From an optimization exercise on the open Yosys and OpenROAD flow, aimed at small area, a short achievable clock period and few clock cycles per item; shortcuts taken in it are not production practice. Where RTL was checked, it was by simulation tests only, not by an equivalence proof against the original. Power is estimated from default activity; no workload was simulated.

## before
// top
module top #(
    parameter WIDTH = 4
) (
    input wire clk,
    input wire rst,
    input wire               in_valid,
    input wire [WIDTH*4-1:0] in_data,
    output wire              in_ready,
    output reg               out_valid,
    output reg [WIDTH*4-1:0] out_data,
    input wire               out_ready
);
Size in the first run: roughly 140 cells after synthesis, roughly 17 flip-flops, roughly 38 I/O pins, ~0.0013 mm^2 of cells after synthesis.
clock: 3.5 ns
lec_check: 0
cap_margin: 20
core_margin: 2
core_utilization: 40
setup_slack_margin: 1.75
slew_margin: 20
standard.sh (not shown) runs the stock make flow with config.mk's settings and CLKGATE_MAP_FILE= SYNTH_SCRIPT=/design/flow/synth_recipe.tcl, a recipe that flattens the netlist after the stock synthesis.
==> flow/flow/run.sh <==
#!/bin/bash
# Standard ORFS layout with three changes:
#  - synthesis maps the logic with flow/abc.script instead of ORFS's ABC
#    script (the registers and their names are those of the standard
#    synthesis, which this flow otherwise runs unchanged);
#  - full adders are not extracted into fa/ha cells, so ABC maps the adder
#    trees itself;
#  - the port buffers are plain small buffers, not the delay buffers that
#    buffer_ports picks by default.
set -euo pipefail
W=$PWD
cat > "$W/own_synth.tcl" <<EOT
proc abc {args} {
  set i [lsearch -exact \$args -script]
  if {\$i >= 0} { lset args [expr {\$i + 1}] $W/flow/abc.script }
  yosys abc {*}\$args
}
source $W/synth_recipe.tcl
EOT
bash standard.sh "SYNTH_SCRIPT=$W/own_synth.tcl" "ADDER_MAP_FILE=" \
  "BUFFER_PORTS_ARGS=-buffer_cell sky130_fd_sc_hd__buf_1" finish > flow.log 2>&1
==> flow/flow/abc.script <==
strash
&get -n
&st
&if -g -K 4
&st
&dch
&nf
&put
buffer
upsize
dnsize
Every stage of the flow completed for before, and the final layout passed the timing, design-rule and antenna checks.
> inputs changed (before -> after)
-- flow/config.mk --
<<< before, line 11
export SETUP_SLACK_MARGIN = 1.75
>>> after, line 11
after vs before: layout filler cell count up by more than 10%. Comparing before and after, fraction of final layout cells sized beyond drive strength 1 is higher on before. Where final area is concerned, before is outperformed by after. From before to after the numbers moved as follows: ratio of final minimum period to clock period grew by 7.7 points, number of endpoints with negative hold slack in the final report stayed essentially flat, global-route usage shows a reduction of 2.3 points. after completed end to end with timing, DRC and antenna clean.
Function was not checked in any run of this note: the RTL went through the layout flow alone.


## run A
The RTL this note starts from:
==> flow/design.v <==
`default_nettype none
module top #(
    parameter WIDTH = 4
) (
    input wire clk,
    input wire rst,
    input wire               in_valid,
    input wire [WIDTH*4-1:0] in_data,
    output wire              in_ready,
    output reg               out_valid,
    output reg [WIDTH*4-1:0] out_data,
    input wire               out_ready
);
    wire [3:0] a0 = in_data[3:0];
    wire [3:0] b0 = in_data[7:4];
    wire [3:0] a1 = in_data[11:8];
    wire [3:0] b1 = in_data[15:12];
    wire [7:0] p0, p1;
    wire m0_pp00 = a0[0] & b0[0];
    wire m0_pp01 = a0[0] & b0[1];
    wire m0_pp02 = a0[0] & b0[2];
    wire m0_pp03 = a0[0] & b0[3];
    wire m0_pp10 = a0[1] & b0[0];
    wire m0_pp11 = a0[1] & b0[1];
    wire m0_pp12 = a0[1] & b0[2];
    wire m0_pp13 = a0[1] & b0[3];
    wire m0_pp20 = a0[2] & b0[0];
    wire m0_pp21 = a0[2] & b0[1];
    wire m0_pp22 = a0[2] & b0[2];
    wire m0_pp23 = a0[2] & b0[3];
    wire m0_pp30 = a0[3] & b0[0];
    wire m0_pp31 = a0[3] & b0[1];
    wire m0_pp32 = a0[3] & b0[2];
    wire m0_pp33 = a0[3] & b0[3];
    wire m0_hs0 = m0_pp03 ^ m0_pp12;
    wire m0_hc0 = m0_pp03 & m0_pp12;
    wire m0_hs1 = m0_pp13 ^ m0_pp22;
    wire m0_hc1 = m0_pp13 & m0_pp22;
    wire m0_hs2 = m0_pp02 ^ m0_pp11;
    wire m0_hc2 = m0_pp02 & m0_pp11;
    wire m0_fs3 = m0_hs0 ^ m0_pp21 ^ m0_pp30;
    wire m0_fc3 = (m0_hs0 & m0_pp21) | (m0_hs0 & m0_pp30) | (m0_pp21 & m0_pp30);
    wire m0_fs4 = m0_hc0 ^ m0_hs1 ^ m0_pp31;
    wire m0_fc4 = (m0_hc0 & m0_hs1) | (m0_hc0 & m0_pp31) | (m0_hs1 & m0_pp31);
    wire m0_fs5 = m0_hc1 ^ m0_pp23 ^ m0_pp32;
    wire m0_fc5 = (m0_hc1 & m0_pp23) | (m0_hc1 & m0_pp32) | (m0_pp23 & m0_pp32);
    wire [7:0] m0_ra = {1'b0, m0_fc5, m0_fc4, m0_fc3, m0_hc2, m0_hs2, m0_pp01, m0_pp00};
    wire [7:0] m0_rb = {1'b0, m0_pp33, m0_fs5, m0_fs4, m0_fs3, m0_pp20, m0_pp10, 1'b0};
    wire [8:0] m0_c;
    assign m0_c[0] = 1'b0;
    assign p0[0] = m0_ra[0] ^ m0_rb[0] ^ m0_c[0];
    assign m0_c[1] = (m0_ra[0] & m0_rb[0]) | (m0_ra[0] & m0_c[0]) | (m0_rb[0] & m0_c[0]);
    assign p0[1] = m0_ra[1] ^ m0_rb[1] ^ m0_c[1];
    assign m0_c[2] = (m0_ra[1] & m0_rb[1]) | (m0_ra[1] & m0_c[1]) | (m0_rb[1] & m0_c[1]);
    assign p0[2] = m0_ra[2] ^ m0_rb[2] ^ m0_c[2];
    assign m0_c[3] = (m0_ra[2] & m0_rb[2]) | (m0_ra[2] & m0_c[2]) | (m0_rb[2] & m0_c[2]);
    assign p0[3] = m0_ra[3] ^ m0_rb[3] ^ m0_c[3];
    assign m0_c[4] = (m0_ra[3] & m0_rb[3]) | (m0_ra[3] & m0_c[3]) | (m0_rb[3] & m0_c[3]);
    assign p0[4] = m0_ra[4] ^ m0_rb[4] ^ m0_c[4];
    assign m0_c[5] = (m0_ra[4] & m0_rb[4]) | (m0_ra[4] & m0_c[4]) | (m0_rb[4] & m0_c[4]);
    assign p0[5] = m0_ra[5] ^ m0_rb[5] ^ m0_c[5];
    assign m0_c[6] = (m0_ra[5] & m0_rb[5]) | (m0_ra[5] & m0_c[5]) | (m0_rb[5] & m0_c[5]);
    assign p0[6] = m0_ra[6] ^ m0_rb[6] ^ m0_c[6];
    assign m0_c[7] = (m0_ra[6] & m0_rb[6]) | (m0_ra[6] & m0_c[6]) | (m0_rb[6] & m0_c[6]);
    assign p0[7] = m0_ra[7] ^ m0_rb[7] ^ m0_c[7];
    assign m0_c[8] = (m0_ra[7] & m0_rb[7]) | (m0_ra[7] & m0_c[7]) | (m0_rb[7] & m0_c[7]);
    wire m1_pp00 = a1[0] & b1[0];
    wire m1_pp01 = a1[0] & b1[1];
    wire m1_pp02 = a1[0] & b1[2];
    wire m1_pp03 = a1[0] & b1[3];
    wire m1_pp10 = a1[1] & b1[0];
    wire m1_pp11 = a1[1] & b1[1];
    wire m1_pp12 = a1[1] & b1[2];
    wire m1_pp13 = a1[1] & b1[3];
    wire m1_pp20 = a1[2] & b1[0];
    wire m1_pp21 = a1[2] & b1[1];
    wire m1_pp22 = a1[2] & b1[2];
    wire m1_pp23 = a1[2] & b1[3];
    wire m1_pp30 = a1[3] & b1[0];
    wire m1_pp31 = a1[3] & b1[1];
    wire m1_pp32 = a1[3] & b1[2];
    wire m1_pp33 = a1[3] & b1[3];
    wire m1_hs0 = m1_pp03 ^ m1_pp12;
    wire m1_hc0 = m1_pp03 & m1_pp12;
    wire m1_hs1 = m1_pp13 ^ m1_pp22;
    wire m1_hc1 = m1_pp13 & m1_pp22;
    wire m1_hs2 = m1_pp02 ^ m1_pp11;
    wire m1_hc2 = m1_pp02 & m1_pp11;
    wire m1_fs3 = m1_hs0 ^ m1_pp21 ^ m1_pp30;
    wire m1_fc3 = (m1_hs0 & m1_pp21) | (m1_hs0 & m1_pp30) | (m1_pp21 & m1_pp30);
    wire m1_fs4 = m1_hc0 ^ m1_hs1 ^ m1_pp31;
    wire m1_fc4 = (m1_hc0 & m1_hs1) | (m1_hc0 & m1_pp31) | (m1_hs1 & m1_pp31);
    wire m1_fs5 = m1_hc1 ^ m1_pp23 ^ m1_pp32;
    wire m1_fc5 = (m1_hc1 & m1_pp23) | (m1_hc1 & m1_pp32) | (m1_pp23 & m1_pp32);
    wire [7:0] m1_ra = {1'b0, m1_fc5, m1_fc4, m1_fc3, m1_hc2, m1_hs2, m1_pp01, m1_pp00};
    wire [7:0] m1_rb = {1'b0, m1_pp33, m1_fs5, m1_fs4, m1_fs3, m1_pp20, m1_pp10, 1'b0};
    wire [8:0] m1_c;
    assign m1_c[0] = 1'b0;
    assign p1[0] = m1_ra[0] ^ m1_rb[0] ^ m1_c[0];
    assign m1_c[1] = (m1_ra[0] & m1_rb[0]) | (m1_ra[0] & m1_c[0]) | (m1_rb[0] & m1_c[0]);
    assign p1[1] = m1_ra[1] ^ m1_rb[1] ^ m1_c[1];
    assign m1_c[2] = (m1_ra[1] & m1_rb[1]) | (m1_ra[1] & m1_c[1]) | (m1_rb[1] & m1_c[1]);
    assign p1[2] = m1_ra[2] ^ m1_rb[2] ^ m1_c[2];
    assign m1_c[3] = (m1_ra[2] & m1_rb[2]) | (m1_ra[2] & m1_c[2]) | (m1_rb[2] & m1_c[2]);
    assign p1[3] = m1_ra[3] ^ m1_rb[3] ^ m1_c[3];
    assign m1_c[4] = (m1_ra[3] & m1_rb[3]) | (m1_ra[3] & m1_c[3]) | (m1_rb[3] & m1_c[3]);
    assign p1[4] = m1_ra[4] ^ m1_rb[4] ^ m1_c[4];
    assign m1_c[5] = (m1_ra[4] & m1_rb[4]) | (m1_ra[4] & m1_c[4]) | (m1_rb[4] & m1_c[4]);
    assign p1[5] = m1_ra[5] ^ m1_rb[5] ^ m1_c[5];
    assign m1_c[6] = (m1_ra[5] & m1_rb[5]) | (m1_ra[5] & m1_c[5]) | (m1_rb[5] & m1_c[5]);
    assign p1[6] = m1_ra[6] ^ m1_rb[6] ^ m1_c[6];
    assign m1_c[7] = (m1_ra[6] & m1_rb[6]) | (m1_ra[6] & m1_c[6]) | (m1_rb[6] & m1_c[6]);
    assign p1[7] = m1_ra[7] ^ m1_rb[7] ^ m1_c[7];
    assign m1_c[8] = (m1_ra[7] & m1_rb[7]) | (m1_ra[7] & m1_c[7]) | (m1_rb[7] & m1_c[7]);
    assign in_ready = out_ready;
    always @(posedge clk) begin
        if (rst) begin
            out_valid <= 1'b0;
        end else if (out_ready) begin
            out_valid <= in_valid;
        end
        if (out_ready) begin
            out_data <= {p1, p0};
        end
    end
endmodule
clock: 3.5 ns
lec_check: 0
cap_margin: 20
core_margin: 2
core_utilization: 40
slew_margin: 20
==> flow/flow/run.sh <==
#!/bin/bash
# Standard ORFS layout (standard.sh) with these changes:
#  - synthesis maps the logic with flow/abc.script instead of ORFS's ABC
#    script; everything else in the standard synthesis is unchanged, so the
#    registers and their names are the standard synthesis's;
#  - full adders are not extracted into fa/ha cells, so ABC maps the adder
#    trees itself;
#  - every port gets a plain buf_2 buffer instead of the delay buffer that
#    buffer_ports picks by default, and after global placement
#    (flow/post_gpl.tcl) the output buffers that only drive an output port
#    are made buf_1.
# Each tool's full log is in orfs/logs/; make's output is in flow.log.
set -euo pipefail
W=$PWD
cat > "$W/own_synth.tcl" <<EOT
proc abc {args} {
  set i [lsearch -exact \$args -script]
  if {\$i >= 0} { lset args [expr {\$i + 1}] $W/flow/abc.script }
  yosys abc {*}\$args
}
source $W/synth_recipe.tcl
EOT
bash standard.sh "SYNTH_SCRIPT=$W/own_synth.tcl" "ADDER_MAP_FILE=" \
  "BUFFER_PORTS_ARGS=-buffer_cell sky130_fd_sc_hd__buf_2" \
  "POST_GLOBAL_PLACE_TCL=$W/flow/post_gpl.tcl" finish > flow.log 2>&1
==> flow/flow/abc.script <==
strash
&get -n
&st
&if -g -K 4
&st
&dch
&put
map -D 1300
upsize -D 1300
dnsize -D 1300
==> flow/flow/post_gpl.tcl <==
# The output ports other than in_ready are driven from registers and have
# slack to spare: their port buffers can be the smallest buffer.
foreach port [get_ports {out_data[*] out_valid}] {
  set net [get_nets [get_full_name $port]]
  foreach pin [get_pins -of_objects $net -filter "direction == output"] {
    set inst [get_cells -of_objects $pin]
    if {[get_property [get_lib_cells -of_objects $inst] name] eq "sky130_fd_sc_hd__buf_2"} {
      puts "post_gpl: [get_full_name $inst] -> sky130_fd_sc_hd__buf_1"
      replace_cell $inst sky130_fd_sc_hd__buf_1
    }
  }
}
Testbench counts of run A, summed over its fixed seeds: cycles 3,208, items 3,200.
Inputs modified between run A and run B:
--- a/flow/flow/run.sh
+++ b/flow/flow/run.sh
@@ -8,5 +8,5 @@
 #  - every port gets a plain buf_2 buffer instead of the delay buffer that
-#    buffer_ports picks by default, and after global placement
-#    (flow/post_gpl.tcl) the output buffers that only drive an output port
-#    are made buf_1.
+#    buffer_ports picks by default; after global placement flow/post_gpl.tcl
+#    makes the buffers of ports with slack to spare buf_1, and out_ready's,
+#    which drives every register enable and in_ready, buf_4.
 # Each tool's full log is in orfs/logs/; make's output is in flow.log.
@@ -24,2 +24,3 @@
   "BUFFER_PORTS_ARGS=-buffer_cell sky130_fd_sc_hd__buf_2" \
-  "POST_GLOBAL_PLACE_TCL=$W/flow/post_gpl.tcl" finish > flow.log 2>&1
+  "POST_GLOBAL_PLACE_TCL=$W/flow/post_gpl.tcl" \
+  "SETUP_SLACK_MARGIN=1.75" "SETUP_MOVE_SEQUENCE=sizeup,swap" finish > flow.log 2>&1
==> flow/flow/abc.script <==
strash
&get -n
&st
&if -g -K 5
&st
&dch
&put
map -D 1000
upsize -D 1000
dnsize -D 1000
==> flow/flow/post_gpl.tcl <==
# Port buffers, after global placement. buffer_ports gave every port a buf_2.
proc port_buffer {port} {
  set net [get_nets [get_full_name $port]]
  foreach pin [get_pins -of_objects $net] {
    set inst [get_cells -of_objects $pin]
    set cell [get_property [get_lib_cells -of_objects $inst] name]
    if {[string match sky130_fd_sc_hd__buf_* $cell]} { return $inst }
  }
  return ""
}
proc set_port_buffer {ports cell} {
  foreach port [get_ports $ports] {
    set inst [port_buffer $port]
    if {$inst ne ""} {
      puts "post_gpl: [get_full_name $port]: [get_full_name $inst] -> $cell"
      replace_cell $inst $cell
    }
  }
}
# The outputs driven straight from registers, and the inputs that only feed
# out_valid's register, have slack to spare: the smallest buffer will do.
set_port_buffer {out_data[*] out_valid rst in_valid} sky130_fd_sc_hd__buf_1
# out_ready drives every register's enable and, through in_ready's buffer,
# the in_ready port: a stronger buffer shortens the out_ready-to-in_ready path.
set_port_buffer {out_ready} sky130_fd_sc_hd__buf_4
[summary]
[compare] base=run A new=run B: multi-input gate share of total cell area has increased; upper clock frequency limit went up. Fraction of the mapped netlist area in compound gates in run B is 1.7 points lower than in run A.
#### Input delta (run C over run B)
- PLACE_DENSITY: unset -> 0.8
--- a/flow/flow/run.sh
+++ b/flow/flow/run.sh
@@ -6,3 +6,4 @@
 #  - full adders are not extracted into fa/ha cells, so ABC maps the adder
-#    trees itself;
+#    trees itself, and ABC sizes the logic for inputs driven by buf_2, the
+#    port buffer used below;
 #  - every port gets a plain buf_2 buffer instead of the delay buffer that
@@ -23,4 +24,4 @@
 bash standard.sh "SYNTH_SCRIPT=$W/own_synth.tcl" "ADDER_MAP_FILE=" \
+  "ABC_DRIVER_CELL=sky130_fd_sc_hd__buf_2" \
   "BUFFER_PORTS_ARGS=-buffer_cell sky130_fd_sc_hd__buf_2" \
-  "POST_GLOBAL_PLACE_TCL=$W/flow/post_gpl.tcl" \
-  "SETUP_SLACK_MARGIN=1.75" "SETUP_MOVE_SEQUENCE=sizeup,swap" finish > flow.log 2>&1
+  "POST_GLOBAL_PLACE_TCL=$W/flow/post_gpl.tcl" finish > flow.log 2>&1
--- outcome ---
- Run C finished every step from synthesis to the final layout, and the layout passed the timing, design-rule and antenna checks.
- Going from run B to run C, static power due to leakage down 23%, core utilization has decreased, via count shrank by 49, global-route usage moved down.
- Run C against run B: clock latency on the worst-skew pair fell 0.03 ns, standard cell core area fell 1.6%, share of the clock period used by the worst path after layout saw an increase, post-cts resize count lower, mean instance size in the synthesized netlist now sits lower.
- Run B vs run C, critical path class: input pin to primary output vs input pin to flop
- Run C ended up with a lower worst-margin pin slew than run B did.
Input changes introduced in run D (baseline for comparison: run C):
- PLACE_DENSITY changed from 0.8 to 0.75
- CORE_UTILIZATION changed from 40 to 65
--- a/flow/flow/run.sh
+++ b/flow/flow/run.sh
@@ -6,4 +6,3 @@
 #  - full adders are not extracted into fa/ha cells, so ABC maps the adder
-#    trees itself, and ABC sizes the logic for inputs driven by buf_2, the
-#    port buffer used below;
+#    trees itself;
 #  - every port gets a plain buf_2 buffer instead of the delay buffer that
@@ -24,3 +23,2 @@
 bash standard.sh "SYNTH_SCRIPT=$W/own_synth.tcl" "ADDER_MAP_FILE=" \
-  "ABC_DRIVER_CELL=sky130_fd_sc_hd__buf_2" \
   "BUFFER_PORTS_ARGS=-buffer_cell sky130_fd_sc_hd__buf_2" \
==> notes.md <==
Per the comparison of run D with run C, design internal power higher; area overhead of the layout relative to synthesis lower; placement-stage worst setup slack lower. NOTE wire length of the first global-routing pass run C->run D increased by a little under 10%. Re worst ir drop on vdd: run C was lower than run D. Changes observed in run D relative to run C: switching share of power decreased by 0.84 points relative to the old numbers, worst setup margin lost 0.11 ns.

afterwards: timing with drivers on the ports:
How much do the figures lean on ideal ports? The routed layouts below were timed once more, with nothing changed but the port constraints.
Step 1 (the two cells are an assumption about what drives the block):
set clk [get_ports {clk}]
set_driving_cell -lib_cell sky130_fd_sc_hd__clkbuf_16 $clk
set_driving_cell -lib_cell sky130_fd_sc_hd__buf_2 [delete_from_list [all_inputs] $clk]
Step 2, shift: input delay + t, output delay - t, t = (earliest + latest rising clock arrival at the registers) / 2. This alone moves slack from input paths to output paths.
a / b / c = ideal ports / drivers / drivers and shift; a / b = the first two.
run | shift t [ns] | slack for setup (ns) | worst setup path at the end | pins driven straight from the clock port
before | 0.297 | 1.384 / 1.293 / 0.995 | input to register | 1
after | 0.305 | 1.116 / 1.117 / 0.812 | input to register | 1
run A | 0.297 | 1.445 / 1.438 / 1.140 | input to register | 1
run B | 0.315 | 1.783 / 1.732 / 1.476 | input to register | 1
run C | 0.298 | 1.674 / 1.670 / 1.379 | input to register | 1
run D | 0.283 | 1.566 / 1.566 / 1.282 | input to register | 1
After both steps every run listed still meets setup and hold. The setup slack of before, which loses most, moves by -0.091 ns with the drivers and by -0.389 ns with both steps.
